Context: an optimization exercise on an open-source flow, tuned for small area, a short achievable clock period and few clock cycles. The choices shown serve that exercise and are no tape-out recipe.
No run shown here included a check of the RTL's function; only the layout flow was run.

## flow/design.v (module list and top-level ports; edited modules follow where they fit)
// module milestone: 906 lines
module milestone(
	input logic Clock,
	input logic resetn,
	input logic [15:0] SRAM_read_data,
	input logic m1start,
	output logic [17:0] SRAM_address,
	output logic [15:0] SRAM_write_data,
	output logic SRAM_we_n,
	output logic m1end);
  // ...
==> flow/run.sh <==
#!/bin/bash
# synth_recipe.tcl (not shown) runs the flow's synth.tcl, then flattens the netlist and writes it again
# the make line also repeats each setting of config.mk as NAME=value (left out here)
make -C /OpenROAD-flow-scripts/flow DESIGN_CONFIG=/design/flow/config.mk WORK_HOME=/design/flow/orfs CLKGATE_MAP_FILE= SYNTH_SCRIPT=/design/flow/synth_recipe.tcl finish
==> flow/config.mk <==
export PLATFORM = sky130hd
export DESIGN_NAME = milestone
export DESIGN_NICKNAME = milestone
export VERILOG_FILES = /design/flow/design.v
export SDC_FILE = /design/flow/constraint.sdc
export NUM_CORES = 4
export LEC_CHECK = 0
export CAP_MARGIN = 20
export CORE_MARGIN = 2
export CORE_UTILIZATION = 40
export SLEW_MARGIN = 20
==> flow/constraint.sdc <==
create_clock -name core_clock -period 13.0 [get_ports {Clock}]
set_input_delay 2.6000 -clock core_clock [delete_from_list [all_inputs] [get_ports {Clock}]]
set_output_delay 2.6000 -clock core_clock [all_outputs]
set_load 0.01 [all_outputs]
==> reports/summary.txt, run 1 <==
clock buffer count = 47
final instance area = 28,600 um2
1st-iter DRT viols = 1,153
most numerous cell in the Yosys netlist = inv_1
Post-Synth XOR/XNOR Area = 0.0344
CTS H-tree depth = 2
Tapcell Cnt = 846
pre-CTS WS = 7.74 ns
post-synthesis mux area share = 0.0453
wire per inst = 18.6 um
synth-to-layout area growth = 11.1%
global routing's busiest layer = met2
DRC = 0
top cell type's share of synthesized area = 0.284
CP Class = flip-flop to flip-flop
Mapped Area = 25,700 um2
Yosys cell types = 75
Final #Nets = 2,905
unrepaired setup endpoints after global routing = no
slew margin rel. = 0.325
EDFF count, synth = 243
most frequent CP cell = fa_1
Tot GR Track Use = 0.188
cell count after synthesis = 2,313
vias = 16.4k
reg-to-reg slack, setup = 7.74 ns
status = complete, no violations
Worst Path Buf+Inv = 2
Hold Path End = sqv$_DFF_P_
Hold Startpoint = cqv$_SDFFCE_PN0P_
==> run 2: changes to the inputs <==
==> flow/design.v (replaced) <==
`timescale 1ns/100ps
`default_nettype none
module milestone(
	input logic Clock,
	input logic resetn,
	input logic [15:0] SRAM_read_data,
	input logic m1start,
	output logic [17:0] SRAM_address,
	output logic [15:0] SRAM_write_data,
	output logic SRAM_we_n,
	output logic m1end);
localparam logic [17:0] RGB_BASE = 18'd146944;
logic        run;
logic [4:0]  ph;             
logic signed [16:0] ycnt;    
logic [7:0]  col;            
logic [17:0] wa;             
logic        wr_ok;          
logic        wpend;          
assign wr_ok = !ycnt[16] && (ycnt[15:1] != 15'd0);
logic [7:0]  wu [0:6];       
logic [7:0]  wv [0:7];       
logic [15:0] yw;             
logic [7:0] f [0:5];
logic [7:0] t0, t1, t2, t3, t4, t5;
logic e0, e1, e157, e158, e159;
assign e0 = (col == 8'd0);
assign e1 = (col == 8'd1);
assign e157 = (col == 8'd157);
assign e158 = (col == 8'd158);
assign e159 = (col == 8'd159);
always_comb begin
	for (int i = 0; i < 6; i++) f[i] = ph[0] ? wu[i] : wv[i];
	t0 = e0 ? f[2] : (e1 ? f[1] : f[0]);
	t1 = e0 ? f[2] : f[1];
	t2 = f[2];
	t3 = e159 ? f[2] : f[3];
	t4 = e159 ? f[2] : (e158 ? f[3] : f[4]);
	t5 = e159 ? f[2] : (e158 ? f[3] : (e157 ? f[4] : f[5]));
end
logic [9:0] fd1, fd2;        
logic [8:0] fc;
always_ff @(posedge Clock) begin
	fd1 <= {2'b00, t0} + {2'b00, t5} - {2'b00, t1} - {2'b00, t4};
	fd2 <= {2'b00, t2} + {2'b00, t3} - {2'b00, t1} - {2'b00, t4};
	fc  <= {1'b0, t2} + {1'b0, t3};
end
logic [17:0] fsum;
wire f_1 = fd1[8] ^ fd1[6];
wire f_2 = fd1[8] & fd1[6];
wire f_3 = fd1[7] ^ fd1[5];
wire f_4 = fd1[7] & fd1[5];
wire f_5 = fd1[5] ^ fd1[3];
wire f_6 = fd1[5] & fd1[3];
wire f_7 = fd1[6] ^ fd1[4] ^ fd1[2];
wire f_8 = (fd1[6] & fd1[4]) | (fd1[6] & fd1[2]) | (fd1[4] & fd1[2]);
wire f_9 = fd1[5] ^ fd1[3] ^ fd2[2];
wire f_10 = (fd1[5] & fd1[3]) | (fd1[5] & fd2[2]) | (fd1[3] & fd2[2]);
wire f_11 = fd1[7] ^ fd2[7];
wire f_12 = fd1[7] | fd2[7];
wire f_13 = fd1[7] ^ f_1 ^ fd1[4];
wire f_14 = (fd1[7] & f_1) | (fd1[7] & fd1[4]) | (f_1 & fd1[4]);
wire f_15 = ~fd2[8];
wire f_16 = fd2[3] ^ fc[1] ^ f_15;
wire f_17 = (fd2[3] & fc[1]) | (fd2[3] & f_15) | (fc[1] & f_15);
wire f_18 = f_2 ^ f_3 ^ fd2[9];
wire f_19 = (f_2 & f_3) | (f_2 & fd2[9]) | (f_3 & fd2[9]);
wire f_20 = ~fd1[9];
wire f_21 = fd2[4] ^ fc[2] ^ f_20;
wire f_22 = (fd2[4] & fc[2]) | (fd2[4] & f_20) | (fc[2] & f_20);
wire f_23 = f_4 ^ fd1[8];
wire f_24 = f_4 | fd1[8];
wire f_25 = fd1[6] ^ fd2[5] ^ fc[3];
wire f_26 = (fd1[6] & fd2[5]) | (fd1[6] & fc[3]) | (fd2[5] & fc[3]);
wire f_27 = fd1[7] ^ fd2[6] ^ fc[4];
wire f_28 = (fd1[7] & fd2[6]) | (fd1[7] & fc[4]) | (fd2[6] & fc[4]);
wire f_29 = fd1[4] ^ fd1[2];
wire f_30 = fd1[4] & fd1[2];
wire f_31 = f_5 ^ fd1[1] ^ fd2[0];
wire f_32 = (f_5 & fd1[1]) | (f_5 & fd2[0]) | (fd1[1] & fd2[0]);
wire f_33 = f_6 ^ f_7 ^ fd2[1];
wire f_34 = (f_6 & f_7) | (f_6 & fd2[1]) | (f_7 & fd2[1]);
wire f_35 = f_8 ^ f_9 ^ f_11;
wire f_36 = (f_8 & f_9) | (f_8 & f_11) | (f_9 & f_11);
wire f_37 = f_10 ^ f_13 ^ f_16;
wire f_38 = (f_10 & f_13) | (f_10 & f_16) | (f_13 & f_16);
wire f_39 = f_14 ^ f_17 ^ f_18;
wire f_40 = (f_14 & f_17) | (f_14 & f_18) | (f_17 & f_18);
wire f_41 = f_19 ^ f_22 ^ f_25;
wire f_42 = (f_19 & f_22) | (f_19 & f_25) | (f_22 & f_25);
wire f_43 = f_24 ^ f_26 ^ f_27;
wire f_44 = (f_24 & f_26) | (f_24 & f_27) | (f_26 & f_27);
wire f_45 = f_28 ^ fd2[7] ^ fc[5];
wire f_46 = (f_28 & fd2[7]) | (f_28 & fc[5]) | (fd2[7] & fc[5]);
wire f_47 = fd1[8] ^ fd2[8] ^ fc[6];
wire f_48 = (fd1[8] & fd2[8]) | (fd1[8] & fc[6]) | (fd2[8] & fc[6]);
wire f_49 = fd1[1] ^ fd2[1];
wire f_50 = fd1[1] & ~fd2[1];
wire f_51 = ~fd2[2];
wire f_52 = fd1[2] ^ fd1[0] ^ f_51;
wire f_53 = (fd1[2] & fd1[0]) | (fd1[2] & f_51) | (fd1[0] & f_51);
wire f_54 = ~fd2[3];
wire f_55 = fd1[3] ^ fd1[1] ^ f_54;
wire f_56 = (fd1[3] & fd1[1]) | (fd1[3] & f_54) | (fd1[1] & f_54);
wire f_57 = ~fd2[4];
wire f_58 = f_29 ^ fd1[0] ^ f_57;
wire f_59 = (f_29 & fd1[0]) | (f_29 & f_57) | (fd1[0] & f_57);
wire f_60 = ~fd2[5];
wire f_61 = f_30 ^ f_31 ^ f_60;
wire f_62 = (f_30 & f_31) | (f_30 & f_60) | (f_31 & f_60);
wire f_63 = ~fd2[6];
wire f_64 = f_32 ^ f_33 ^ f_63;
wire f_65 = (f_32 & f_33) | (f_32 & f_63) | (f_33 & f_63);
wire f_66 = f_34 ^ f_35 ^ fc[0];
wire f_67 = (f_34 & f_35) | (f_34 & fc[0]) | (f_35 & fc[0]);
wire f_68 = ~f_12;
wire f_69 = f_36 ^ f_37 ^ f_68;
wire f_70 = (f_36 & f_37) | (f_36 & f_68) | (f_37 & f_68);
wire f_71 = f_38 ^ f_39 ^ f_21;
wire f_72 = (f_38 & f_39) | (f_38 & f_21) | (f_39 & f_21);
wire f_73 = ~f_23;
wire f_74 = f_40 ^ f_41 ^ f_73;
wire f_75 = (f_40 & f_41) | (f_40 & f_73) | (f_41 & f_73);
wire f_76 = ~fd1[9];
wire f_77 = f_42 ^ f_43 ^ f_76;
wire f_78 = (f_42 & f_43) | (f_42 & f_76) | (f_43 & f_76);
wire f_79 = ~fd1[8];
wire f_80 = f_44 ^ f_45 ^ f_79;
wire f_81 = (f_44 & f_45) | (f_44 & f_79) | (f_45 & f_79);
wire f_82 = ~fd1[9];
wire f_83 = f_46 ^ f_47 ^ f_82;
wire f_84 = (f_46 & f_47) | (f_46 & f_82) | (f_47 & f_82);
wire f_85 = ~fd2[9];
wire f_86 = f_48 ^ fc[7] ^ f_85;
wire f_87 = (f_48 & fc[7]) | (f_48 & f_85) | (fc[7] & f_85);
assign fsum = {1'b0, fc[8], f_87, f_84, f_81, f_78, f_75, f_72, f_70, f_67, f_65, f_62, f_59, f_56, f_53, f_50, fd1[0], ~fd1[0]} + {1'b0, 1'b0, ~fc[8], f_86, f_83, f_80, f_77, f_74, f_71, f_69, f_66, f_64, f_61, f_58, f_55, f_52, ~f_49, ~fd2[0]};
logic [9:0] uo, vo;
logic       uq, vq;
always_ff @(posedge Clock) begin
	if (ph[1]) begin
		uo <= fsum[17:8];
		uq <= ~(fsum[17] | fsum[16]);
	end
	if (ph[3]) begin
		vo <= fsum[17:8];
		vq <= ~(fsum[17] | fsum[16]);
	end
end
logic [7:0]  ysel;
logic [22:0] ymul;           
assign ysel = ph[0] ? yw[15:8] : yw[7:0];
wire y_1 = ysel[5] ^ ysel[3];
wire y_2 = ysel[5] | ysel[3];
wire y_3 = ysel[6] ^ ysel[4];
wire y_4 = ysel[6] | ysel[4];
wire y_5 = ysel[5] ^ ysel[3] ^ ysel[0];
wire y_6 = (ysel[5] & ysel[3]) | (ysel[5] & ysel[0]) | (ysel[3] & ysel[0]);
wire y_7 = ysel[7] ^ ysel[4] ^ ysel[1];
wire y_8 = (ysel[7] & ysel[4]) | (ysel[7] & ysel[1]) | (ysel[4] & ysel[1]);
wire y_9 = ysel[6] ^ ysel[5] ^ ysel[2];
wire y_10 = (ysel[6] & ysel[5]) | (ysel[6] & ysel[2]) | (ysel[5] & ysel[2]);
wire y_11 = ysel[7] ^ ysel[6];
wire y_12 = ysel[7] | ysel[6];
wire y_13 = ysel[3] ^ ysel[1];
wire y_14 = ysel[3] | ysel[1];
wire y_15 = ~ysel[4];
wire y_16 = ysel[2] ^ ysel[0] ^ y_15;
wire y_17 = (ysel[2] & ysel[0]) | (ysel[2] & y_15) | (ysel[0] & y_15);
wire y_18 = ~y_1;
wire y_19 = ysel[4] ^ ysel[1] ^ y_18;
wire y_20 = (ysel[4] & ysel[1]) | (ysel[4] & y_18) | (ysel[1] & y_18);
wire y_21 = ~y_3;
wire y_22 = y_2 ^ ysel[2] ^ y_21;
wire y_23 = (y_2 & ysel[2]) | (y_2 & y_21) | (ysel[2] & y_21);
wire y_24 = ~ysel[7];
wire y_25 = y_4 ^ y_5 ^ y_24;
wire y_26 = (y_4 & y_5) | (y_4 & y_24) | (y_5 & y_24);
wire y_27 = ~ysel[6];
wire y_28 = y_6 ^ y_7 ^ y_27;
wire y_29 = (y_6 & y_7) | (y_6 & y_27) | (y_7 & y_27);
wire y_30 = ~ysel[7];
wire y_31 = y_8 ^ y_9 ^ y_30;
wire y_32 = (y_8 & y_9) | (y_8 & y_30) | (y_9 & y_30);
wire y_33 = ~y_11;
wire y_34 = y_10 ^ ysel[3] ^ y_33;
wire y_35 = (y_10 & ysel[3]) | (y_10 & y_33) | (ysel[3] & y_33);
wire y_36 = ~ysel[7];
wire y_37 = y_12 ^ ysel[4] ^ y_36;
wire y_38 = (y_12 & ysel[4]) | (y_12 & y_36) | (ysel[4] & y_36);
wire y_39 = ysel[7] ^ ysel[5];
wire y_40 = ysel[7] | ysel[5];
assign ymul = {ysel[7], ysel[6], y_40, y_38, y_35, y_32, y_29, y_26, y_23, y_20, y_17, y_14, ysel[2], ~ysel[2], ysel[1], ~ysel[7], ~ysel[6], ~ysel[5], ~ysel[4], ~ysel[3], ~ysel[2], ~ysel[1], ~ysel[0]} + {1'b1, ~ysel[7], ~ysel[6], ~y_39, y_37, y_34, y_31, y_28, y_25, y_22, y_19, y_16, ~y_13, ysel[0], 1'b1, ysel[0], 1'b0, 1'b0, 1'b0, 1'b0, 1'b0, 1'b0, 1'b1};
logic [22:0] cy;
logic [9:0]  cu, cv;         
logic        cqu, cqv;       
logic [12+3:0] r_lo, g_lo, b_lo;
wire rl_1 = cy[5] ^ cv[5];
wire rl_2 = cy[5] | cv[5];
wire rl_3 = cv[3] ^ cv[0];
wire rl_4 = cv[3] & cv[0];
wire rl_5 = cy[6] ^ cv[6];
wire rl_6 = cy[6] | cv[6];
wire rl_7 = ~cv[8];
wire rl_8 = cv[4] ^ cv[1] ^ rl_7;
wire rl_9 = (cv[4] & cv[1]) | (cv[4] & rl_7) | (cv[1] & rl_7);
wire rl_10 = cy[7] ^ cv[7];
wire rl_11 = cy[7] | cv[7];
wire rl_12 = ~cv[9];
wire rl_13 = cv[5] ^ cv[2] ^ rl_12;
wire rl_14 = (cv[5] & cv[2]) | (cv[5] & rl_12) | (cv[2] & rl_12);
wire rl_15 = cy[8] ^ cv[8];
wire rl_16 = cy[8] | cv[8];
wire rl_17 = cv[6] ^ cv[3];
wire rl_18 = cv[6] & cv[3];
wire rl_19 = cy[9] ^ cv[9] ^ cv[7];
wire rl_20 = (cy[9] & cv[9]) | (cy[9] & cv[7]) | (cv[9] & cv[7]);
wire rl_21 = cv[4] ^ cv[0];
wire rl_22 = cv[4] & ~cv[0];
wire rl_23 = cy[2] ^ cv[2];
wire rl_24 = cy[2] & cv[2];
wire rl_25 = cy[3] ^ cv[3] ^ cv[1];
wire rl_26 = (cy[3] & cv[3]) | (cy[3] & cv[1]) | (cv[3] & cv[1]);
wire rl_27 = ~cy[4];
wire rl_28 = cv[4] ^ cv[2] ^ rl_27;
wire rl_29 = (cv[4] & cv[2]) | (cv[4] & rl_27) | (cv[2] & rl_27);
wire rl_30 = ~rl_1;
wire rl_31 = cy[4] ^ rl_3 ^ rl_30;
wire rl_32 = (cy[4] & rl_3) | (cy[4] & rl_30) | (rl_3 & rl_30);
wire rl_33 = rl_2 ^ rl_4 ^ rl_8;
wire rl_34 = (rl_2 & rl_4) | (rl_2 & rl_8) | (rl_4 & rl_8);
wire rl_35 = rl_6 ^ rl_9 ^ rl_13;
wire rl_36 = (rl_6 & rl_9) | (rl_6 & rl_13) | (rl_9 & rl_13);
wire rl_37 = rl_11 ^ rl_14 ^ rl_17;
wire rl_38 = (rl_11 & rl_14) | (rl_11 & rl_17) | (rl_14 & rl_17);
wire rl_39 = rl_16 ^ rl_18 ^ rl_19;
wire rl_40 = (rl_16 & rl_18) | (rl_16 & rl_19) | (rl_18 & rl_19);
wire rl_41 = cy[0] ^ cv[0];
wire rl_42 = cy[0] & cv[0];
wire rl_43 = ~cv[3];
wire rl_44 = cy[1] ^ cv[1] ^ rl_43;
wire rl_45 = (cy[1] & cv[1]) | (cy[1] & rl_43) | (cv[1] & rl_43);
wire rl_46 = ~cv[4];
wire rl_47 = rl_23 ^ cv[0] ^ rl_46;
wire rl_48 = (rl_23 & cv[0]) | (rl_23 & rl_46) | (cv[0] & rl_46);
wire rl_49 = ~cv[5];
wire rl_50 = rl_24 ^ rl_25 ^ rl_49;
wire rl_51 = (rl_24 & rl_25) | (rl_24 & rl_49) | (rl_25 & rl_49);
wire rl_52 = ~cv[6];
wire rl_53 = rl_26 ^ rl_28 ^ rl_52;
wire rl_54 = (rl_26 & rl_28) | (rl_26 & rl_52) | (rl_28 & rl_52);
wire rl_55 = ~cv[7];
wire rl_56 = rl_29 ^ rl_31 ^ rl_55;
wire rl_57 = (rl_29 & rl_31) | (rl_29 & rl_55) | (rl_31 & rl_55);
wire rl_58 = ~rl_5;
wire rl_59 = rl_32 ^ rl_33 ^ rl_58;
wire rl_60 = (rl_32 & rl_33) | (rl_32 & rl_58) | (rl_33 & rl_58);
wire rl_61 = ~rl_10;
wire rl_62 = rl_34 ^ rl_35 ^ rl_61;
wire rl_63 = (rl_34 & rl_35) | (rl_34 & rl_61) | (rl_35 & rl_61);
wire rl_64 = ~rl_15;
wire rl_65 = rl_36 ^ rl_37 ^ rl_64;
wire rl_66 = (rl_36 & rl_37) | (rl_36 & rl_64) | (rl_37 & rl_64);
wire rl_67 = ~rl_21;
wire rl_68 = rl_38 ^ rl_39 ^ rl_67;
wire rl_69 = (rl_38 & rl_39) | (rl_38 & rl_67) | (rl_39 & rl_67);
wire rl_70 = rl_40 ^ rl_20 ^ rl_22;
wire rl_71 = (rl_40 & rl_20) | (rl_40 & rl_22) | (rl_20 & rl_22);
assign r_lo = {1'b0, 1'b0, rl_71, rl_69, rl_66, rl_63, rl_60, rl_57, rl_54, rl_51, rl_48, rl_45, rl_42, rl_41, ~cv[1], ~cv[0]} + {1'b0, 1'b0, 1'b0, rl_70, rl_68, rl_65, rl_62, rl_59, rl_56, rl_53, rl_50, rl_47, rl_44, ~cv[2], 1'b0, 1'b1};
wire gl_1 = cy[3] ^ cu[2];
wire gl_2 = cy[3] & cu[2];
wire gl_3 = cu[1] ^ cv[6] ^ cv[1];
wire gl_4 = (cu[1] & cv[6]) | (cu[1] & cv[1]) | (cv[6] & cv[1]);
wire gl_5 = cu[2] ^ cv[7] ^ cv[2];
wire gl_6 = (cu[2] & cv[7]) | (cu[2] & cv[2]) | (cv[7] & cv[2]);
wire gl_7 = cu[3] ^ cv[8] ^ cv[3];
wire gl_8 = (cu[3] & cv[8]) | (cu[3] & cv[3]) | (cv[8] & cv[3]);
wire gl_9 = cu[4] ^ cv[9];
wire gl_10 = cu[4] & cv[9];
wire gl_11 = cy[7] ^ cu[6];
wire gl_12 = cy[7] & cu[6];
wire gl_13 = cu[5] ^ cu[0];
wire gl_14 = cu[5] & cu[0];
wire gl_15 = ~cv[5];
wire gl_16 = cy[8] ^ cu[7] ^ gl_15;
wire gl_17 = (cy[8] & cu[7]) | (cy[8] & gl_15) | (cu[7] & gl_15);
wire gl_18 = cu[6] ^ cu[1] ^ cv[6];
wire gl_19 = (cu[6] & cu[1]) | (cu[6] & cv[6]) | (cu[1] & cv[6]);
wire gl_20 = cy[9] ^ cu[8];
wire gl_21 = cy[9] & cu[8];
wire gl_22 = cu[0] ^ cv[5];
wire gl_23 = cu[0] | cv[5];
wire gl_24 = gl_2 ^ cy[4] ^ cu[3];
wire gl_25 = (gl_2 & cy[4]) | (gl_2 & cu[3]) | (cy[4] & cu[3]);
wire gl_26 = ~gl_4;
wire gl_27 = cy[5] ^ cu[4] ^ gl_26;
wire gl_28 = (cy[5] & cu[4]) | (cy[5] & gl_26) | (cu[4] & gl_26);
wire gl_29 = ~gl_6;
wire gl_30 = cy[6] ^ cu[5] ^ gl_29;
wire gl_31 = (cy[6] & cu[5]) | (cy[6] & gl_29) | (cu[5] & gl_29);
wire gl_32 = gl_8 ^ gl_9 ^ cv[4];
wire gl_33 = (gl_8 & gl_9) | (gl_8 & cv[4]) | (gl_9 & cv[4]);
wire gl_34 = ~gl_10;
wire gl_35 = gl_12 ^ gl_16 ^ gl_34;
wire gl_36 = (gl_12 & gl_16) | (gl_12 & gl_34) | (gl_16 & gl_34);
wire gl_37 = ~gl_14;
wire gl_38 = gl_17 ^ gl_20 ^ gl_37;
wire gl_39 = (gl_17 & gl_20) | (gl_17 & gl_37) | (gl_20 & gl_37);
wire gl_40 = cy[1] ^ cu[0];
wire gl_41 = cy[1] & cu[0];
wire gl_42 = ~cv[4];
wire gl_43 = cy[2] ^ cu[1] ^ gl_42;
wire gl_44 = (cy[2] & cu[1]) | (cy[2] & gl_42) | (cu[1] & gl_42);
wire gl_45 = ~cv[0];
wire gl_46 = gl_22 ^ gl_1 ^ gl_45;
wire gl_47 = (gl_22 & gl_1) | (gl_22 & gl_45) | (gl_1 & gl_45);
wire gl_48 = ~gl_24;
wire gl_49 = gl_23 ^ gl_3 ^ gl_48;
wire gl_50 = (gl_23 & gl_3) | (gl_23 & gl_48) | (gl_3 & gl_48);
wire gl_51 = ~gl_5;
wire gl_52 = gl_25 ^ gl_27 ^ gl_51;
wire gl_53 = (gl_25 & gl_27) | (gl_25 & gl_51) | (gl_27 & gl_51);
wire gl_54 = ~gl_7;
wire gl_55 = gl_28 ^ gl_30 ^ gl_54;
wire gl_56 = (gl_28 & gl_30) | (gl_28 & gl_54) | (gl_30 & gl_54);
wire gl_57 = ~gl_32;
wire gl_58 = gl_31 ^ gl_11 ^ gl_57;
wire gl_59 = (gl_31 & gl_11) | (gl_31 & gl_57) | (gl_11 & gl_57);
wire gl_60 = ~gl_35;
wire gl_61 = gl_33 ^ gl_13 ^ gl_60;
wire gl_62 = (gl_33 & gl_13) | (gl_33 & gl_60) | (gl_13 & gl_60);
wire gl_63 = ~gl_18;
wire gl_64 = gl_36 ^ gl_38 ^ gl_63;
wire gl_65 = (gl_36 & gl_38) | (gl_36 & gl_63) | (gl_38 & gl_63);
wire gl_66 = ~gl_19;
wire gl_67 = gl_39 ^ gl_21 ^ gl_66;
wire gl_68 = (gl_39 & gl_21) | (gl_39 & gl_66) | (gl_21 & gl_66);
assign g_lo = {1'b0, 1'b0, gl_68, gl_65, ~gl_62, gl_59, gl_56, gl_53, ~gl_50, gl_47, gl_44, gl_41, gl_40, cy[0], ~cv[1], ~cv[0]} + {1'b0, 1'b0, 1'b0, gl_67, gl_64, ~gl_61, gl_58, gl_55, gl_52, ~gl_49, gl_46, gl_43, ~cv[3], ~cv[2], 1'b0, 1'b1};
wire bl_1 = cu[7] ^ cu[5];
wire bl_2 = cu[7] & cu[5];
wire bl_3 = cy[5] ^ cu[2];
wire bl_4 = cy[5] & cu[2];
wire bl_5 = cu[8] ^ cu[6];
wire bl_6 = cu[8] & cu[6];
wire bl_7 = cy[6] ^ cu[3] ^ cu[1];
wire bl_8 = (cy[6] & cu[3]) | (cy[6] & cu[1]) | (cu[3] & cu[1]);
wire bl_9 = cu[9] ^ cu[7];
wire bl_10 = cu[9] & cu[7];
wire bl_11 = cy[7] ^ cu[4] ^ cu[2];
wire bl_12 = (cy[7] & cu[4]) | (cy[7] & cu[2]) | (cu[4] & cu[2]);
wire bl_13 = cy[8] ^ cu[5] ^ cu[3];
wire bl_14 = (cy[8] & cu[5]) | (cy[8] & cu[3]) | (cu[5] & cu[3]);
wire bl_15 = cu[0] ^ cu[8];
wire bl_16 = cu[0] & ~cu[8];
wire bl_17 = cy[9] ^ cu[6] ^ cu[4];
wire bl_18 = (cy[9] & cu[6]) | (cy[9] & cu[4]) | (cu[6] & cu[4]);
wire bl_19 = cu[1] ^ cu[9];
wire bl_20 = cu[1] & ~cu[9];
wire bl_21 = cu[3] ^ cu[1];
wire bl_22 = cu[3] | cu[1];
wire bl_23 = cu[4] ^ cu[2];
wire bl_24 = cu[4] | cu[2];
wire bl_25 = ~cu[5];
wire bl_26 = cy[3] ^ cu[0] ^ bl_25;
wire bl_27 = (cy[3] & cu[0]) | (cy[3] & bl_25) | (cu[0] & bl_25);
wire bl_28 = cy[4] ^ cu[6] ^ cu[4];
wire bl_29 = (cy[4] & cu[6]) | (cy[4] & cu[4]) | (cu[6] & cu[4]);
wire bl_30 = cy[4] ^ bl_3 ^ cu[0];
wire bl_31 = (cy[4] & bl_3) | (cy[4] & cu[0]) | (bl_3 & cu[0]);
wire bl_32 = ~bl_2;
wire bl_33 = bl_4 ^ bl_7 ^ bl_32;
wire bl_34 = (bl_4 & bl_7) | (bl_4 & bl_32) | (bl_7 & bl_32);
wire bl_35 = ~bl_6;
wire bl_36 = bl_8 ^ bl_11 ^ bl_35;
wire bl_37 = (bl_8 & bl_11) | (bl_8 & bl_35) | (bl_11 & bl_35);
wire bl_38 = ~bl_10;
wire bl_39 = bl_12 ^ bl_13 ^ bl_38;
wire bl_40 = (bl_12 & bl_13) | (bl_12 & bl_38) | (bl_13 & bl_38);
wire bl_41 = bl_14 ^ bl_16 ^ bl_17;
wire bl_42 = (bl_14 & bl_16) | (bl_14 & bl_17) | (bl_16 & bl_17);
wire bl_43 = cy[0] ^ cu[2];
wire bl_44 = cy[0] | cu[2];
wire bl_45 = cy[0] ^ bl_21 ^ cy[1];
wire bl_46 = (cy[0] & bl_21) | (cy[0] & cy[1]) | (bl_21 & cy[1]);
wire bl_47 = ~bl_22;
wire bl_48 = bl_23 ^ cy[2] ^ bl_47;
wire bl_49 = (bl_23 & cy[2]) | (bl_23 & bl_47) | (cy[2] & bl_47);
wire bl_50 = ~bl_26;
wire bl_51 = bl_24 ^ cu[3] ^ bl_50;
wire bl_52 = (bl_24 & cu[3]) | (bl_24 & bl_50) | (cu[3] & bl_50);
wire bl_53 = ~bl_28;
wire bl_54 = bl_27 ^ cu[1] ^ bl_53;
wire bl_55 = (bl_27 & cu[1]) | (bl_27 & bl_53) | (cu[1] & bl_53);
wire bl_56 = ~bl_30;
wire bl_57 = bl_29 ^ bl_1 ^ bl_56;
wire bl_58 = (bl_29 & bl_1) | (bl_29 & bl_56) | (bl_1 & bl_56);
wire bl_59 = ~bl_5;
wire bl_60 = bl_31 ^ bl_33 ^ bl_59;
wire bl_61 = (bl_31 & bl_33) | (bl_31 & bl_59) | (bl_33 & bl_59);
wire bl_62 = ~bl_9;
wire bl_63 = bl_34 ^ bl_36 ^ bl_62;
wire bl_64 = (bl_34 & bl_36) | (bl_34 & bl_62) | (bl_36 & bl_62);
wire bl_65 = ~bl_15;
wire bl_66 = bl_37 ^ bl_39 ^ bl_65;
wire bl_67 = (bl_37 & bl_39) | (bl_37 & bl_65) | (bl_39 & bl_65);
wire bl_68 = ~bl_19;
wire bl_69 = bl_40 ^ bl_41 ^ bl_68;
wire bl_70 = (bl_40 & bl_41) | (bl_40 & bl_68) | (bl_41 & bl_68);
wire bl_71 = bl_42 ^ bl_18 ^ bl_20;
wire bl_72 = (bl_42 & bl_18) | (bl_42 & bl_20) | (bl_18 & bl_20);
assign b_lo = {1'b0, 1'b0, bl_72, bl_70, bl_67, bl_64, bl_61, ~bl_58, bl_55, ~bl_52, bl_49, bl_46, ~bl_44, bl_43, ~cu[1], ~cu[0]} + {1'b0, 1'b0, 1'b0, bl_71, bl_69, bl_66, bl_63, bl_60, ~bl_57, bl_54, ~bl_51, bl_48, bl_45, ~cu[0], 1'b0, 1'b1};
logic [3:0] r_cy, g_cy, b_cy;
always_ff @(posedge Clock) begin
	r_cy <= r_lo[12+3:12];
	g_cy <= g_lo[12+3:12];
	b_cy <= b_lo[12+3:12];
end
logic r_hc, g_hc, b_hc;
logic [11:0] r_ha, r_hb, g_ha, g_hb, b_ha, b_hb;
wire rh_1 = cy[10] ^ cv[8];
wire rh_2 = cy[10] & cv[8];
wire rh_3 = cy[11] ^ cv[9] ^ cv[6];
wire rh_4 = (cy[11] & cv[9]) | (cy[11] & cv[6]) | (cv[9] & cv[6]);
wire rh_5 = cv[0] ^ r_cy[1];
wire rh_6 = cv[0] & r_cy[1];
wire rh_7 = cy[12] ^ cv[7] ^ cv[1];
wire rh_8 = (cy[12] & cv[7]) | (cy[12] & cv[1]) | (cv[7] & cv[1]);
wire rh_9 = r_cy[2] ^ cv[3];
wire rh_10 = r_cy[2] & ~cv[3];
wire rh_11 = cy[13] ^ cv[8] ^ cv[2];
wire rh_12 = (cy[13] & cv[8]) | (cy[13] & cv[2]) | (cv[8] & cv[2]);
wire rh_13 = ~r_cy[3];
wire rh_14 = cv[4] ^ cv[0] ^ rh_13;
wire rh_15 = (cv[4] & cv[0]) | (cv[4] & rh_13) | (cv[0] & rh_13);
wire rh_16 = cv[5] ^ cv[1];
wire rh_17 = cv[5] & cv[1];
wire rh_18 = cy[14] ^ cv[9] ^ cv[3];
wire rh_19 = (cy[14] & cv[9]) | (cy[14] & cv[3]) | (cv[9] & cv[3]);
wire rh_20 = cy[15] ^ cv[4] ^ cv[0];
wire rh_21 = (cy[15] & cv[4]) | (cy[15] & cv[0]) | (cv[4] & cv[0]);
wire rh_22 = cv[6] ^ cv[2];
wire rh_23 = cv[6] | cv[2];
wire rh_24 = cy[16] ^ cv[5] ^ cv[1];
wire rh_25 = (cy[16] & cv[5]) | (cy[16] & cv[1]) | (cv[5] & cv[1]);
wire rh_26 = cv[7] ^ cv[3];
wire rh_27 = cv[7] | cv[3];
wire rh_28 = cv[8] ^ cv[4];
wire rh_29 = cv[8] & cv[4];
wire rh_30 = cy[17] ^ cv[6] ^ cv[2];
wire rh_31 = (cy[17] & cv[6]) | (cy[17] & cv[2]) | (cv[6] & cv[2]);
wire rh_32 = cy[18] ^ cv[7] ^ cv[3];
wire rh_33 = (cy[18] & cv[7]) | (cy[18] & cv[3]) | (cv[7] & cv[3]);
wire rh_34 = cv[9] ^ cv[5];
wire rh_35 = cv[9] | cv[5];
wire rh_36 = cy[19] ^ cv[8];
wire rh_37 = cy[19] | cv[8];
wire rh_38 = cv[4] ^ cv[6];
wire rh_39 = cv[4] & ~cv[6];
wire rh_40 = cy[20] ^ cv[9];
wire rh_41 = cy[20] | cv[9];
wire rh_42 = cv[5] ^ cv[7];
wire rh_43 = cv[5] & ~cv[7];
wire rh_44 = cy[21] ^ cv[6];
wire rh_45 = cy[21] & cv[6];
wire rh_46 = rh_1 ^ cv[5];
wire rh_47 = rh_1 & cv[5];
wire rh_48 = rh_2 ^ rh_3 ^ rh_5;
wire rh_49 = (rh_2 & rh_3) | (rh_2 & rh_5) | (rh_3 & rh_5);
wire rh_50 = rh_4 ^ rh_6 ^ rh_7;
wire rh_51 = (rh_4 & rh_6) | (rh_4 & rh_7) | (rh_6 & rh_7);
wire rh_52 = rh_8 ^ rh_10 ^ rh_11;
wire rh_53 = (rh_8 & rh_10) | (rh_8 & rh_11) | (rh_10 & rh_11);
wire rh_54 = ~rh_15;
wire rh_55 = rh_12 ^ rh_18 ^ rh_54;
wire rh_56 = (rh_12 & rh_18) | (rh_12 & rh_54) | (rh_18 & rh_54);
wire rh_57 = rh_19 ^ rh_20 ^ rh_22;
wire rh_58 = (rh_19 & rh_20) | (rh_19 & rh_22) | (rh_20 & rh_22);
wire rh_59 = rh_21 ^ rh_24 ^ rh_26;
wire rh_60 = (rh_21 & rh_24) | (rh_21 & rh_26) | (rh_24 & rh_26);
wire rh_61 = ~rh_27;
wire rh_62 = rh_25 ^ rh_30 ^ rh_61;
wire rh_63 = (rh_25 & rh_30) | (rh_25 & rh_61) | (rh_30 & rh_61);
wire rh_64 = rh_31 ^ rh_32 ^ rh_34;
wire rh_65 = (rh_31 & rh_32) | (rh_31 & rh_34) | (rh_32 & rh_34);
wire rh_66 = rh_35 ^ rh_36 ^ rh_38;
wire rh_67 = (rh_35 & rh_36) | (rh_35 & rh_38) | (rh_36 & rh_38);
wire rh_68 = ~rh_40;
wire rh_69 = rh_37 ^ rh_39 ^ rh_68;
wire rh_70 = (rh_37 & rh_39) | (rh_37 & rh_68) | (rh_39 & rh_68);
wire rh_71 = rh_41 ^ rh_43 ^ rh_44;
wire rh_72 = (rh_41 & rh_43) | (rh_41 & rh_44) | (rh_43 & rh_44);
wire rh_73 = ~cy[22];
wire rh_74 = rh_45 ^ cv[7] ^ rh_73;
wire rh_75 = (rh_45 & cv[7]) | (rh_45 & rh_73) | (cv[7] & rh_73);
wire rh_76 = rh_46 ^ r_cy[0];
wire rh_77 = rh_46 & r_cy[0];
wire rh_78 = ~cv[2];
wire rh_79 = rh_47 ^ rh_48 ^ rh_78;
wire rh_80 = (rh_47 & rh_48) | (rh_47 & rh_78) | (rh_48 & rh_78);
wire rh_81 = ~rh_9;
wire rh_82 = rh_49 ^ rh_50 ^ rh_81;
wire rh_83 = (rh_49 & rh_50) | (rh_49 & rh_81) | (rh_50 & rh_81);
wire rh_84 = ~rh_14;
wire rh_85 = rh_51 ^ rh_52 ^ rh_84;
wire rh_86 = (rh_51 & rh_52) | (rh_51 & rh_84) | (rh_52 & rh_84);
wire rh_87 = ~rh_16;
wire rh_88 = rh_53 ^ rh_55 ^ rh_87;
wire rh_89 = (rh_53 & rh_55) | (rh_53 & rh_87) | (rh_55 & rh_87);
wire rh_90 = ~rh_17;
wire rh_91 = rh_56 ^ rh_57 ^ rh_90;
wire rh_92 = (rh_56 & rh_57) | (rh_56 & rh_90) | (rh_57 & rh_90);
wire rh_93 = ~rh_23;
wire rh_94 = rh_58 ^ rh_59 ^ rh_93;
wire rh_95 = (rh_58 & rh_59) | (rh_58 & rh_93) | (rh_59 & rh_93);
wire rh_96 = ~rh_28;
wire rh_97 = rh_60 ^ rh_62 ^ rh_96;
wire rh_98 = (rh_60 & rh_62) | (rh_60 & rh_96) | (rh_62 & rh_96);
wire rh_99 = ~rh_29;
wire rh_100 = rh_63 ^ rh_64 ^ rh_99;
wire rh_101 = (rh_63 & rh_64) | (rh_63 & rh_99) | (rh_64 & rh_99);
wire rh_102 = ~rh_66;
wire rh_103 = rh_65 ^ rh_33 ^ rh_102;
wire rh_104 = (rh_65 & rh_33) | (rh_65 & rh_102) | (rh_33 & rh_102);
wire rh_105 = ~rh_69;
wire rh_106 = rh_67 ^ rh_42 ^ rh_105;
wire rh_107 = (rh_67 & rh_42) | (rh_67 & rh_105) | (rh_42 & rh_105);
wire rh_108 = ~cv[8];
wire rh_109 = rh_70 ^ rh_71 ^ rh_108;
wire rh_110 = (rh_70 & rh_71) | (rh_70 & rh_108) | (rh_71 & rh_108);
wire rh_111 = ~cv[9];
wire rh_112 = rh_72 ^ rh_74 ^ rh_111;
wire rh_113 = (rh_72 & rh_74) | (rh_72 & rh_111) | (rh_74 & rh_111);
wire rh_114 = ~cy[22];
wire rh_115 = rh_75 ^ cv[8] ^ rh_114;
wire rh_116 = (rh_75 & cv[8]) | (rh_75 & rh_114) | (cv[8] & rh_114);
wire rh_117 = cy[22] ^ cv[9];
wire rh_118 = cy[22] & cv[9];
wire [4:0] r_hl = {1'b0, rh_83, rh_80, rh_77, rh_76} + {1'b0, rh_85, rh_82, rh_79, ~cv[1]};
assign r_hc = r_hl[4];
assign r_ha = {rh_118, rh_116, rh_113, rh_110, ~rh_107, rh_104, rh_101, rh_98, rh_95, rh_92, rh_89, rh_86};
assign r_hb = {1'b1, rh_117, rh_115, rh_112, rh_109, ~rh_106, rh_103, rh_100, rh_97, rh_94, rh_91, rh_88};
wire gh_1 = cy[10] ^ cu[9];
wire gh_2 = cy[10] & cu[9];
wire gh_3 = cu[8] ^ cu[3] ^ cv[8];
wire gh_4 = (cu[8] & cu[3]) | (cu[8] & cv[8]) | (cu[3] & cv[8]);
wire gh_5 = cu[9] ^ cu[4];
wire gh_6 = cu[9] & cu[4];
wire gh_7 = cy[12] ^ cu[1] ^ cv[0];
wire gh_8 = (cy[12] & cu[1]) | (cy[12] & cv[0]) | (cu[1] & cv[0]);
wire gh_9 = cy[13] ^ cu[2] ^ cv[1];
wire gh_10 = (cy[13] & cu[2]) | (cy[13] & cv[1]) | (cu[2] & cv[1]);
wire gh_11 = cu[5] ^ cu[0];
wire gh_12 = cu[5] | cu[0];
wire gh_13 = cu[6] ^ cu[1] ^ cv[4];
wire gh_14 = (cu[6] & cu[1]) | (cu[6] & cv[4]) | (cu[1] & cv[4]);
wire gh_15 = cy[14] ^ cu[3];
wire gh_16 = cy[14] & cu[3];
wire gh_17 = cu[7] ^ cu[2] ^ cv[5];
wire gh_18 = (cu[7] & cu[2]) | (cu[7] & cv[5]) | (cu[2] & cv[5]);
wire gh_19 = cy[15] ^ cu[4];
wire gh_20 = cy[15] & cu[4];
wire gh_21 = cu[8] ^ cu[3];
wire gh_22 = cu[8] & cu[3];
wire gh_23 = cy[16] ^ cu[5] ^ cv[4];
wire gh_24 = (cy[16] & cu[5]) | (cy[16] & cv[4]) | (cu[5] & cv[4]);
wire gh_25 = cu[9] ^ cu[4];
wire gh_26 = cu[9] & cu[4];
wire gh_27 = cy[17] ^ cu[6] ^ cv[5];
wire gh_28 = (cy[17] & cu[6]) | (cy[17] & cv[5]) | (cu[6] & cv[5]);
wire gh_29 = cu[5] ^ cv[8] ^ cv[4];
wire gh_30 = (cu[5] & cv[8]) | (cu[5] & cv[4]) | (cv[8] & cv[4]);
wire gh_31 = cu[6] ^ cv[9];
wire gh_32 = cu[6] & cv[9];
wire gh_33 = cu[7] ^ cu[2] ^ cv[7];
wire gh_34 = (cu[7] & cu[2]) | (cu[7] & cv[7]) | (cu[2] & cv[7]);
wire gh_35 = gh_2 ^ cy[11] ^ cu[0];
wire gh_36 = (gh_2 & cy[11]) | (gh_2 & cu[0]) | (cy[11] & cu[0]);
wire gh_37 = gh_3 ^ cv[1];
wire gh_38 = gh_3 | cv[1];
wire gh_39 = gh_4 ^ gh_5 ^ cv[9];
wire gh_40 = (gh_4 & gh_5) | (gh_4 & cv[9]) | (gh_5 & cv[9]);
wire gh_41 = ~cv[2];
wire gh_42 = gh_7 ^ g_cy[2] ^ gh_41;
wire gh_43 = (gh_7 & g_cy[2]) | (gh_7 & gh_41) | (g_cy[2] & gh_41);
wire gh_44 = gh_8 ^ gh_9 ^ gh_11;
wire gh_45 = (gh_8 & gh_9) | (gh_8 & gh_11) | (gh_9 & gh_11);
wire gh_46 = ~g_cy[3];
wire gh_47 = gh_6 ^ cv[3] ^ gh_46;
wire gh_48 = (gh_6 & cv[3]) | (gh_6 & gh_46) | (cv[3] & gh_46);
wire gh_49 = gh_12 ^ gh_13 ^ cv[0];
wire gh_50 = (gh_12 & gh_13) | (gh_12 & cv[0]) | (gh_13 & cv[0]);
wire gh_51 = gh_10 ^ gh_15 ^ cv[2];
wire gh_52 = (gh_10 & gh_15) | (gh_10 & cv[2]) | (gh_15 & cv[2]);
wire gh_53 = gh_14 ^ gh_17 ^ cv[1];
wire gh_54 = (gh_14 & gh_17) | (gh_14 & cv[1]) | (gh_17 & cv[1]);
wire gh_55 = gh_16 ^ gh_19 ^ cv[3];
wire gh_56 = (gh_16 & gh_19) | (gh_16 & cv[3]) | (gh_19 & cv[3]);
wire gh_57 = gh_18 ^ gh_21 ^ cv[6];
wire gh_58 = (gh_18 & gh_21) | (gh_18 & cv[6]) | (gh_21 & cv[6]);
wire gh_59 = ~cv[2];
wire gh_60 = gh_20 ^ gh_23 ^ gh_59;
wire gh_61 = (gh_20 & gh_23) | (gh_20 & gh_59) | (gh_23 & gh_59);
wire gh_62 = gh_22 ^ gh_25 ^ cv[7];
wire gh_63 = (gh_22 & gh_25) | (gh_22 & cv[7]) | (gh_25 & cv[7]);
wire gh_64 = ~cv[3];
wire gh_65 = gh_24 ^ gh_27 ^ gh_64;
wire gh_66 = (gh_24 & gh_27) | (gh_24 & gh_64) | (gh_27 & gh_64);
wire gh_67 = gh_28 ^ cy[18] ^ cu[7];
wire gh_68 = (gh_28 & cy[18]) | (gh_28 & cu[7]) | (cy[18] & cu[7]);
wire gh_69 = ~cv[6];
wire gh_70 = gh_26 ^ gh_29 ^ gh_69;
wire gh_71 = (gh_26 & gh_29) | (gh_26 & gh_69) | (gh_29 & gh_69);
wire gh_72 = gh_30 ^ gh_31 ^ cv[5];
wire gh_73 = (gh_30 & gh_31) | (gh_30 & cv[5]) | (gh_31 & cv[5]);
wire gh_74 = cy[19] ^ cu[8] ^ cv[7];
wire gh_75 = (cy[19] & cu[8]) | (cy[19] & cv[7]) | (cu[8] & cv[7]);
wire gh_76 = gh_32 ^ cy[20] ^ cu[7];
wire gh_77 = (gh_32 & cy[20]) | (gh_32 & cu[7]) | (cy[20] & cu[7]);
wire gh_78 = ~cv[6];
wire gh_79 = cu[9] ^ cv[8] ^ gh_78;
wire gh_80 = (cu[9] & cv[8]) | (cu[9] & gh_78) | (cv[8] & gh_78);
wire gh_81 = cy[20] ^ cy[21] ^ cv[9];
wire gh_82 = (cy[20] & cy[21]) | (cy[20] & cv[9]) | (cy[21] & cv[9]);
wire gh_83 = cu[8] ^ cv[7];
wire gh_84 = cu[8] | cv[7];
wire gh_85 = cu[9] ^ cv[8];
wire gh_86 = cu[9] & cv[8];
wire gh_87 = gh_1 ^ g_cy[0];
wire gh_88 = gh_1 & g_cy[0];
wire gh_89 = gh_35 ^ gh_37 ^ g_cy[1];
wire gh_90 = (gh_35 & gh_37) | (gh_35 & g_cy[1]) | (gh_37 & g_cy[1]);
wire gh_91 = ~gh_38;
wire gh_92 = gh_36 ^ gh_42 ^ gh_91;
wire gh_93 = (gh_36 & gh_42) | (gh_36 & gh_91) | (gh_42 & gh_91);
wire gh_94 = ~gh_40;
wire gh_95 = gh_43 ^ gh_44 ^ gh_94;
wire gh_96 = (gh_43 & gh_44) | (gh_43 & gh_94) | (gh_44 & gh_94);
wire gh_97 = ~gh_48;
wire gh_98 = gh_45 ^ gh_51 ^ gh_97;
wire gh_99 = (gh_45 & gh_51) | (gh_45 & gh_97) | (gh_51 & gh_97);
wire gh_100 = ~gh_50;
wire gh_101 = gh_52 ^ gh_55 ^ gh_100;
wire gh_102 = (gh_52 & gh_55) | (gh_52 & gh_100) | (gh_55 & gh_100);
wire gh_103 = ~gh_54;
wire gh_104 = gh_56 ^ gh_60 ^ gh_103;
wire gh_105 = (gh_56 & gh_60) | (gh_56 & gh_103) | (gh_60 & gh_103);
wire gh_106 = ~gh_58;
wire gh_107 = gh_61 ^ gh_65 ^ gh_106;
wire gh_108 = (gh_61 & gh_65) | (gh_61 & gh_106) | (gh_65 & gh_106);
wire gh_109 = ~gh_63;
wire gh_110 = gh_66 ^ gh_67 ^ gh_109;
wire gh_111 = (gh_66 & gh_67) | (gh_66 & gh_109) | (gh_67 & gh_109);
wire gh_112 = ~gh_71;
wire gh_113 = gh_68 ^ gh_74 ^ gh_112;
wire gh_114 = (gh_68 & gh_74) | (gh_68 & gh_112) | (gh_74 & gh_112);
wire gh_115 = ~gh_73;
wire gh_116 = gh_75 ^ gh_79 ^ gh_115;
wire gh_117 = (gh_75 & gh_79) | (gh_75 & gh_115) | (gh_79 & gh_115);
wire gh_118 = gh_80 ^ gh_81 ^ gh_83;
wire gh_119 = (gh_80 & gh_81) | (gh_80 & gh_83) | (gh_81 & gh_83);
wire gh_120 = ~gh_84;
wire gh_121 = gh_82 ^ cy[22] ^ gh_120;
wire gh_122 = (gh_82 & cy[22]) | (gh_82 & gh_120) | (cy[22] & gh_120);
wire gh_123 = gh_33 ^ cv[0];
wire gh_124 = gh_33 | cv[0];
wire gh_125 = ~gh_34;
wire gh_126 = gh_88 ^ gh_89 ^ gh_125;
wire gh_127 = (gh_88 & gh_89) | (gh_88 & gh_125) | (gh_89 & gh_125);
wire gh_128 = ~gh_39;
wire gh_129 = gh_90 ^ gh_92 ^ gh_128;
wire gh_130 = (gh_90 & gh_92) | (gh_90 & gh_128) | (gh_92 & gh_128);
wire gh_131 = ~gh_47;
wire gh_132 = gh_93 ^ gh_95 ^ gh_131;
wire gh_133 = (gh_93 & gh_95) | (gh_93 & gh_131) | (gh_95 & gh_131);
wire gh_134 = ~gh_49;
wire gh_135 = gh_96 ^ gh_98 ^ gh_134;
wire gh_136 = (gh_96 & gh_98) | (gh_96 & gh_134) | (gh_98 & gh_134);
wire gh_137 = ~gh_53;
wire gh_138 = gh_99 ^ gh_101 ^ gh_137;
wire gh_139 = (gh_99 & gh_101) | (gh_99 & gh_137) | (gh_101 & gh_137);
wire gh_140 = ~gh_57;
wire gh_141 = gh_102 ^ gh_104 ^ gh_140;
wire gh_142 = (gh_102 & gh_104) | (gh_102 & gh_140) | (gh_104 & gh_140);
wire gh_143 = ~gh_62;
wire gh_144 = gh_105 ^ gh_107 ^ gh_143;
wire gh_145 = (gh_105 & gh_107) | (gh_105 & gh_143) | (gh_107 & gh_143);
wire gh_146 = ~gh_70;
wire gh_147 = gh_108 ^ gh_110 ^ gh_146;
wire gh_148 = (gh_108 & gh_110) | (gh_108 & gh_146) | (gh_110 & gh_146);
wire gh_149 = ~gh_72;
wire gh_150 = gh_111 ^ gh_113 ^ gh_149;
wire gh_151 = (gh_111 & gh_113) | (gh_111 & gh_149) | (gh_113 & gh_149);
wire gh_152 = ~gh_76;
wire gh_153 = gh_114 ^ gh_116 ^ gh_152;
wire gh_154 = (gh_114 & gh_116) | (gh_114 & gh_152) | (gh_116 & gh_152);
wire gh_155 = ~gh_77;
wire gh_156 = gh_117 ^ gh_118 ^ gh_155;
wire gh_157 = (gh_117 & gh_118) | (gh_117 & gh_155) | (gh_118 & gh_155);
wire gh_158 = ~gh_85;
wire gh_159 = gh_119 ^ gh_121 ^ gh_158;
wire gh_160 = (gh_119 & gh_121) | (gh_119 & gh_158) | (gh_121 & gh_158);
wire gh_161 = ~cv[9];
wire gh_162 = gh_122 ^ gh_86 ^ gh_161;
wire gh_163 = (gh_122 & gh_86) | (gh_122 & gh_161) | (gh_86 & gh_161);
wire [4:0] g_hl = {1'b0, gh_130, gh_127, ~gh_124, gh_123} + {1'b0, gh_132, gh_129, gh_126, gh_87};
assign g_hc = g_hl[4];
assign g_ha = {1'b1, gh_163, gh_160, gh_157, gh_154, gh_151, gh_148, gh_145, gh_142, gh_139, gh_136, gh_133};
assign g_hb = {1'b0, ~gh_86, gh_162, gh_159, gh_156, gh_153, gh_150, gh_147, gh_144, gh_141, gh_138, gh_135};
wire bh_1 = cy[10] ^ cu[7];
wire bh_2 = cy[10] & cu[7];
wire bh_3 = cy[11] ^ cu[8];
wire bh_4 = cy[11] | cu[8];
wire bh_5 = cu[6] ^ cu[3];
wire bh_6 = cu[6] & cu[3];
wire bh_7 = cy[12] ^ cu[9];
wire bh_8 = cy[12] | cu[9];
wire bh_9 = cu[7] ^ cu[4] ^ b_cy[2];
wire bh_10 = (cu[7] & cu[4]) | (cu[7] & b_cy[2]) | (cu[4] & b_cy[2]);
wire bh_11 = cy[13] ^ cu[8] ^ cu[5];
wire bh_12 = (cy[13] & cu[8]) | (cy[13] & cu[5]) | (cu[8] & cu[5]);
wire bh_13 = bh_1 ^ cu[5];
wire bh_14 = bh_1 & cu[5];
wire bh_15 = bh_2 ^ bh_5 ^ b_cy[1];
wire bh_16 = (bh_2 & bh_5) | (bh_2 & b_cy[1]) | (bh_5 & b_cy[1]);
wire bh_17 = bh_4 ^ bh_6 ^ bh_9;
wire bh_18 = (bh_4 & bh_6) | (bh_4 & bh_9) | (bh_6 & bh_9);
wire bh_19 = bh_8 ^ bh_10 ^ bh_11;
wire bh_20 = (bh_8 & bh_10) | (bh_8 & bh_11) | (bh_10 & bh_11);
wire bh_21 = bh_12 ^ cy[14] ^ cu[9];
wire bh_22 = (bh_12 & cy[14]) | (bh_12 & cu[9]) | (cy[14] & cu[9]);
wire bh_23 = cy[15] ^ cu[7];
wire bh_24 = cy[15] | cu[7];
wire bh_25 = cy[16] ^ cu[8];
wire bh_26 = cy[16] | cu[8];
wire bh_27 = cy[17] ^ cu[9];
wire bh_28 = cy[17] & cu[9];
wire bh_29 = bh_13 ^ cu[2];
wire bh_30 = bh_13 & cu[2];
wire bh_31 = ~bh_3;
wire bh_32 = bh_14 ^ bh_15 ^ bh_31;
wire bh_33 = (bh_14 & bh_15) | (bh_14 & bh_31) | (bh_15 & bh_31);
wire bh_34 = ~bh_7;
wire bh_35 = bh_16 ^ bh_17 ^ bh_34;
wire bh_36 = (bh_16 & bh_17) | (bh_16 & bh_34) | (bh_17 & bh_34);
wire bh_37 = bh_18 ^ bh_19 ^ b_cy[3];
wire bh_38 = (bh_18 & bh_19) | (bh_18 & b_cy[3]) | (bh_19 & b_cy[3]);
wire bh_39 = bh_20 ^ bh_21 ^ cu[6];
wire bh_40 = (bh_20 & bh_21) | (bh_20 & cu[6]) | (bh_21 & cu[6]);
wire bh_41 = ~bh_23;
wire bh_42 = bh_22 ^ cu[0] ^ bh_41;
wire bh_43 = (bh_22 & cu[0]) | (bh_22 & bh_41) | (cu[0] & bh_41);
wire bh_44 = ~bh_25;
wire bh_45 = bh_24 ^ cu[1] ^ bh_44;
wire bh_46 = (bh_24 & cu[1]) | (bh_24 & bh_44) | (cu[1] & bh_44);
wire bh_47 = bh_26 ^ bh_27 ^ cu[2];
wire bh_48 = (bh_26 & bh_27) | (bh_26 & cu[2]) | (bh_27 & cu[2]);
wire bh_49 = bh_28 ^ cy[18] ^ cu[3];
wire bh_50 = (bh_28 & cy[18]) | (bh_28 & cu[3]) | (cy[18] & cu[3]);
wire bh_51 = cy[19] ^ cu[4];
wire bh_52 = cy[19] | cu[4];
wire bh_53 = cy[20] ^ cu[5];
wire bh_54 = cy[20] | cu[5];
wire bh_55 = cy[21] ^ cu[6];
wire bh_56 = cy[21] | cu[6];
wire bh_57 = cy[22] ^ cu[7];
wire bh_58 = cy[22] & cu[7];
wire [4:0] b_hl = {1'b0, bh_36, bh_33, bh_30, bh_29} + {1'b0, bh_37, bh_35, bh_32, b_cy[0]};
assign b_hc = b_hl[4];
assign b_ha = {1'b1, cu[9], bh_58, bh_56, bh_54, bh_52, bh_50, bh_48, bh_46, bh_43, bh_40, bh_38};
assign b_hb = {1'b0, 1'b1, cu[8], bh_57, ~bh_55, ~bh_53, ~bh_51, bh_49, bh_47, bh_45, bh_42, bh_39};
logic [11:0] ra, rb, ga, gb, ba, bb;   
logic        rc, gc, bc;
logic        squ, sqv;
always_ff @(posedge Clock) begin
	ra <= r_ha; rb <= r_hb; rc <= r_hc;
	ga <= g_ha; gb <= g_hb; gc <= g_hc;
	ba <= b_ha; bb <= b_hb; bc <= b_hc;
	squ <= cqu;
	sqv <= cqv;
end
function automatic logic [7:0] clip(input logic [11:0] s, input logic [7:0] k);
	logic [7:0] top;
	top = {{4{s[11]}}, s[11:8]} + k;
	if (top[7]) clip = 8'd0;
	else if (top[6:0] != 7'd0) clip = 8'd255;
	else clip = s[7:0];
endfunction
logic [11:0] rs, gs, bs;
assign rs = ra + rb + {11'd0, rc};
assign gs = ga + gb + {11'd0, gc};
assign bs = ba + bb + {11'd0, bc};
logic [7:0] cr, cg, cb;
assign cr = clip(rs, sqv ? 8'h93 : 8'h00);
assign cg = clip(gs, (squ ? 8'hE8 : 8'h00) + (sqv ? 8'hDF : 8'h00));
assign cb = clip(bs, squ ? 8'h9B : 8'h00);
logic [7:0] b0h;             
always_ff @(posedge Clock or negedge resetn) begin
	if (~resetn) begin
		run <= 1'b0;
		SRAM_we_n <= 1'b1;
		m1end <= 1'b0;
	end else if (!run) begin
		if (m1start) begin
			run <= 1'b1;
			m1end <= 1'b0;
		end
	end else begin
		if (ph[3]) SRAM_we_n <= !wr_ok;
		if (ph[0] || ph[1]) SRAM_we_n <= !wpend;
		if (ph[2] || ph[4]) SRAM_we_n <= 1'b1;
		if (ph[2] && !SRAM_we_n && (&SRAM_address)) begin
			run <= 1'b0;
			m1end <= 1'b1;
		end
	end
end
always_ff @(posedge Clock) begin
	if (!run) begin
		if (m1start) begin
			ph <= 5'b01000;
			ycnt <= -17'sd4;
			col <= 8'd155;
			wa <= RGB_BASE;
			wpend <= 1'b0;
			SRAM_address <= 18'd57600;
		end
	end else begin
		ph <= {ph[3:0], ph[4]};
		if (ph[0]) col <= (col == 8'd159) ? 8'd0 : col + 8'd1;
		if (ph[4]) ycnt <= ycnt + 17'sd1;
		if (ph[3]) wpend <= wr_ok;
		if ((ph[3] && wr_ok) || ((ph[0] || ph[1]) && wpend)) wa <= wa + 18'd1;
		if (ph[0] || ph[1] || ph[3]) SRAM_address <= wa;
		if (ph[2]) SRAM_address <= {{2{ycnt[16]}}, ycnt[16:1]} + (ycnt[0] ? 18'd38402 : 18'd57602);
		if (ph[4]) SRAM_address <= {ycnt[16], ycnt};
	end
end
always_ff @(posedge Clock) begin
	if (ph[2]) yw <= SRAM_read_data;
	if (ph[0]) begin
		if (!ycnt[0]) begin
			for (int i = 0; i < 5; i++) wu[i] <= wu[i+1];
			wu[5] <= SRAM_read_data[15:8];
			wu[6] <= SRAM_read_data[7:0];
			for (int i = 0; i < 7; i++) wv[i] <= wv[i+1];
		end else begin
			for (int i = 0; i < 6; i++) wu[i] <= wu[i+1];
			for (int i = 0; i < 6; i++) wv[i] <= wv[i+1];
			wv[6] <= SRAM_read_data[15:8];
			wv[7] <= SRAM_read_data[7:0];
		end
	end
	if (ph[0]) begin
		cy <= ymul;
		cu <= {2'b01, wu[2]};
		cv <= {2'b01, wv[2]};
		cqu <= 1'b0;
		cqv <= 1'b0;
	end
	if (ph[2]) begin
		cy <= ymul;
		cu <= uo;
		cv <= vo;
		cqu <= uq;
		cqv <= vq;
	end
	if (ph[3]) b0h <= cb;
	if (ph[3]) SRAM_write_data <= {cr, cg};
	else if (ph[0]) SRAM_write_data <= {b0h, cr};
	else SRAM_write_data <= {cg, cb};
end
endmodule
==> reports/summary.txt, run 2 <==
vias = 17.4k (was 16.4k)
die area = 71,000 um2 (was 66,300 um2)
Post-synth top cells = 411 x inv_1, 278 x edfxtp_1, 246 x ha_1, 244 x fa_1, 125 x dfxtp_1 (was 522 x inv_1, 261 x fa_1, 253 x ha_1, 243 x edfxtp_1, 125 x nand2_1)
top cells by area, synth = edfxtp_1 30%, fa_1 18%, ha_1 11%, dfxtp_1 9.1%, inv_1 5.6% (was edfxtp_1 28%, fa_1 20%, ha_1 12%, inv_1 7.6%, dfxtp_1 7.1%)
Mapped Area = 27,600 um2 (was 25,700 um2)
synth-to-layout area growth = 11.5% (was 11.1%)
Slew @ Worst Pin = 0.991 ns (was 1.01 ns)
worst skew pair latency = 0.59 ns (about the same)
most numerous cell in the Yosys netlist = inv_1 (unchanged)
slew margin rel. = 0.339 (was 0.325)
top cell type's share of synthesized area = 0.303 (was 0.284)
most frequent cells in the layout = 411 x inv_1, 278 x edfxtp_1, 246 x ha_1, 244 x fa_1, 125 x dfxtp_1 (was 522 x inv_1, 261 x fa_1, 253 x ha_1, 243 x edfxtp_1, 125 x nand2_1)
simple-gate share of the synthesized area = 0.0822 (was 0.0705)
post-CTS sizing = 0 (unchanged)
minimum clock period = 5.39 ns (was 5.26 ns)
Synth Warn # = 4 (unchanged)
Reg with most FFs = wv
post-CTS setup buffer count = 0 (unchanged)
Synth Register Bits = 406 (was 337)
delay of the slowest critical-path stage = 0.56 ns (was 0.72 ns)
Slowest-stage cell, CP = a2111o_1 (was edfxtp_1)
die width = 267 um (was 257 um)
CTS root buf = clkbuf_16 (unchanged)
RePlAce Congestion = 0.868 (was 0.929)
vias in the first global route = 18.4k (was 17.9k)
status = complete, no violations (unchanged)
post-synthesis mux area share = 0.0439 (was 0.0453)
CTS H-tree depth = 2 (unchanged)
initial core utilization = 0.403 (was 0.406)
num rows = 96 (was 92)
dpl hpwl = 47,600 um (was 48,200 um)
CTS Sinks = 406 (was 337)
crit path cell chain = fa_1 > fa_1 > a211oi_1 > nor2_1 > o311ai_0 > a21oi_1 > o21ai_0 > nand2b_1 > a21oi_1 > xnor2_1 > ha_1 > inv_1 > fa_1 > nor2b_1 > o21a_1 > mux2_2 > a21oi_1 > a2111o_1 > or2_2 > a22oi_1 > o22ai_1 (was inv_1 > fa_1 > fa_1 > inv_1 > fa_1 > fa_1 > fa_1 > a21o_1 > a21oi_1 > o21ai_0 > a2111o_1 > a31o_2 > a21oi_1 > xnor2_1)
unrepaired setup endpoints after global routing = no (unchanged)
fmax = 186 MHz (was 190 MHz)
register area share after synthesis = 0.396 (was 0.358)
multi-input logic area = 14,900 um2 (was 14,400 um2)
Tot GR Track Use = 0.178 (was 0.188)
cts bufs inserted = 46 (was 40)
sequential cell area = 10,900 um2 (was 9200 um2)
largest net degree at the start of global routing = 182 (was 83)
number of routed nets with antenna violations = 0 (unchanged)
Setup TNS Final = 0 ns (unchanged)
Core ar. = 68,500 um2 (was 63,300 um2)
Synth Area in Adders = 0.289 (was 0.327)
most common cell after layout, fill and taps aside = inv_1 (unchanged)
Top delay family on crit path = compound AO/OA/AOI/OAI gates (was adder cells)
pre-CTS WS = 7.65 ns (was 7.74 ns)
Post-Synth XOR/XNOR Area = 0.0343 (was 0.0344)
final WL = 61,600 um (was 60,500 um)
final setup fails = 0 (unchanged)
count of input and output buffers = 54 (unchanged)
number of I/O pins = 55 (unchanged)
first drt pass iteration count = 5 (was 8)
compound-cell area share of the yosys netlist = 0.0917 (was 0.0814)
Fin. Hold Viols = 0 (unchanged)
syn_area_per_cell = 11.5 um2 (was 11.1 um2)
DRC = 0 (unchanged)
share of cells above drive strength 1 = 0.0639 (was 0.0707)
initial antenna violation count = 0 (was 1)
largest family of logic cells by synthesized area = adder cells (unchanged)
EDFF count, synth = 278 (was 243)
GRT overflow = 0 (unchanged)
Top FF cell, synth = edfxtp_1 (unchanged)
arrival time of the worst setup path = 5.83 ns (was 5.75 ns)
Placed Area = 29,100 um2 (was 27,200 um2)
type of origin of the critical path = flip-flop (unchanged)
CP Class = flip-flop to flip-flop (unchanged)
Worst setup EP type = flip-flop (unchanged)
number of flip-flops under the largest register name = 64
Final #Nets = 2,976 (was 2,905)
first-pass GRT wire length = 99,300 um (was 97,600 um)
Worst Path Buf+Inv = 1 (was 2)
via density per instance = 5.14 (was 5.04)
Slew Viols, Final = 0 (unchanged)
clock skew = 0.0320 ns (was 0.0321 ns)
Clock Path Buffers = 3 (unchanged)
Hold Crit Class = flip-flop to flip-flop (unchanged)
Filler cells = 6,316 (was 5,899)
final instance area = 30,800 um2 (was 28,600 um2)
1st-iter DRT viols = 1,026 (was 1,153)
Die Ht = 267 um (was 257 um)
Mapped Nets = 2,912 (was 2,846)
Critical Path Fanout Max = 12 (was 9)
FFs w/ async S/R, synth = 0.00739 (was 0.00890)
hold buffers post-CTS = 0 (unchanged)
hold slack = 0.354 ns (was 0.351 ns)
fin crit share = 0.414 (was 0.405)
cell count after synthesis = 2,403 (was 2,313)
Max-cap violations = 0 (unchanged)
clock-pin slew on the worst setup and hold paths = 0.06 ns (about the same)
CTS tree = done (unchanged)
final setup margin = 7.61 ns (was 7.74 ns)
Required @ worst endpoint = 13.45 ns (was 13.49 ns)
largest registers = wv x64, wu x56, cy x23 (was wu x56, wv x56)
Synth area leader = edfxtp_1 (unchanged)
Yosys cell types = 74 (was 75)
antenna fix cells = 0 (unchanged)
wire per inst = 18.2 um (was 18.6 um)
run 2: cell count changes after synthesis, moves of 16 or more:
cell,change
fa_1,-17
mux2_2,-18
inv_1,-111
a211oi_1,+24
dfxtp_1,+34
edfxtp_1,+35
nand2_1,-25
nor2b_1,+16
nor2_1,+26
mux2i_1,+16
a21oi_1,+23
o22ai_1,+16
run 2: area by class of cell:
| cell class | count | share of cell area |
|---|---|---|
| clock inverter | 22 | 0.0109 |
| sequential | 406 | 0.355 |
| tap | 882 | 0.0359 |
| clock buffer | 63 | 0.0412 |
| multi-input combinational | 1536 | 0.486 |
| timing repair buffer | 66 | 0.0209 |
| inverter | 411 | 0.0502 |
run 2: kinds of logic (layout without fill, tap and decap cells):
family	Yosys count	count (layout)
adder cells (fa/ha/maj)	490	490
buffers and inverters	461	562
AND/OR/NAND/NOR	454	454
flip-flops	406	406
AO/OA/AOI/OAI	386	386
XOR/XNOR	108	108
multiplexers	98	98
run 2: per-stage QoR:
stage                     std cells   util
final                          3386  0.449
after global routing           3386  0.449
after CTS                      3386  0.449
after detailed placement       3301  0.426
after global placement         3301  0.426
after floorplan                2403      -
run 2: worst register-to-register path, stage by stage, from the launching register on:
cell and delay (ns):
dfxtp_1 0.32, fa_1 0.46, fa_1 0.43, a211oi_1 0.25
nor2_1 0.10, o311ai_0 0.42, a21oi_1 0.15, o21ai_0 0.19
nand2b_1 0.07, a21oi_1 0.18, xnor2_1 0.09, ha_1 0.30
inv_1 0.06, fa_1 0.46, nor2b_1 0.14, o21a_1 0.18
mux2_2 0.18, a21oi_1 0.07, a2111o_1 0.56, or2_2 0.35
a22oi_1 0.19, o22ai_1 0.11
run 2: worst paths after layout:
check                                   from                    endpoint  slack [ns]  depth (start not counted)
max                            ga[0]$_DFF_P_  SRAM_write_data[9]$_DFF_P_        7.61                         21
min                        cqv$_SDFFCE_PN0P_                 sqv$_DFF_P_        0.35                          0
max reg2reg                    ga[0]$_DFF_P_  SRAM_write_data[9]$_DFF_P_        7.61                         21
min reg2reg                cqv$_SDFFCE_PN0P_                 sqv$_DFF_P_        0.35                          0
max in group asynchronous             resetn       SRAM_we_n$_DFFE_PN1P_       10.60                          1
min in group asynchronous             resetn               run$_DFF_PN0_        2.19                          1
run 2: metal layers:
metal  track usage  routed length [um]
met5             0                   0
met4        0.0536                1620
met3        0.0280                2590
met2         0.309               30000
met1         0.228               27300

==> afterwards: timing with drivers on the ports <==
The results above use ideal ports. As a check the final layouts listed here were re-extracted and re-timed, cells and wires unchanged.
Step 1 (the two cells are an assumption about what drives the block):
set clk [get_ports {Clock}]
set_driving_cell -lib_cell sky130_fd_sc_hd__clkbuf_16 $clk
set_driving_cell -lib_cell sky130_fd_sc_hd__buf_2 [delete_from_list [all_inputs] $clk]
Step 2 also shifts input and output timing later by t, the mid clock arrival at the registers, as if the neighbouring blocks saw the same clock.
Three values: ideal ports, drivers, drivers and shift; two values: the first two.
run | shift t [ns] | setup WS [ns] | worst setup path at the end | latest minus earliest clock arrival (ns)
run 1 | 0.635 | 7.741 / 7.741 / 7.741 | register to register | 0.033 / 0.033
run 2 | 0.641 | 7.612 / 7.612 / 7.612 | register to register | 0.035 / 0.034
After both steps setup and hold are still met in every run listed.
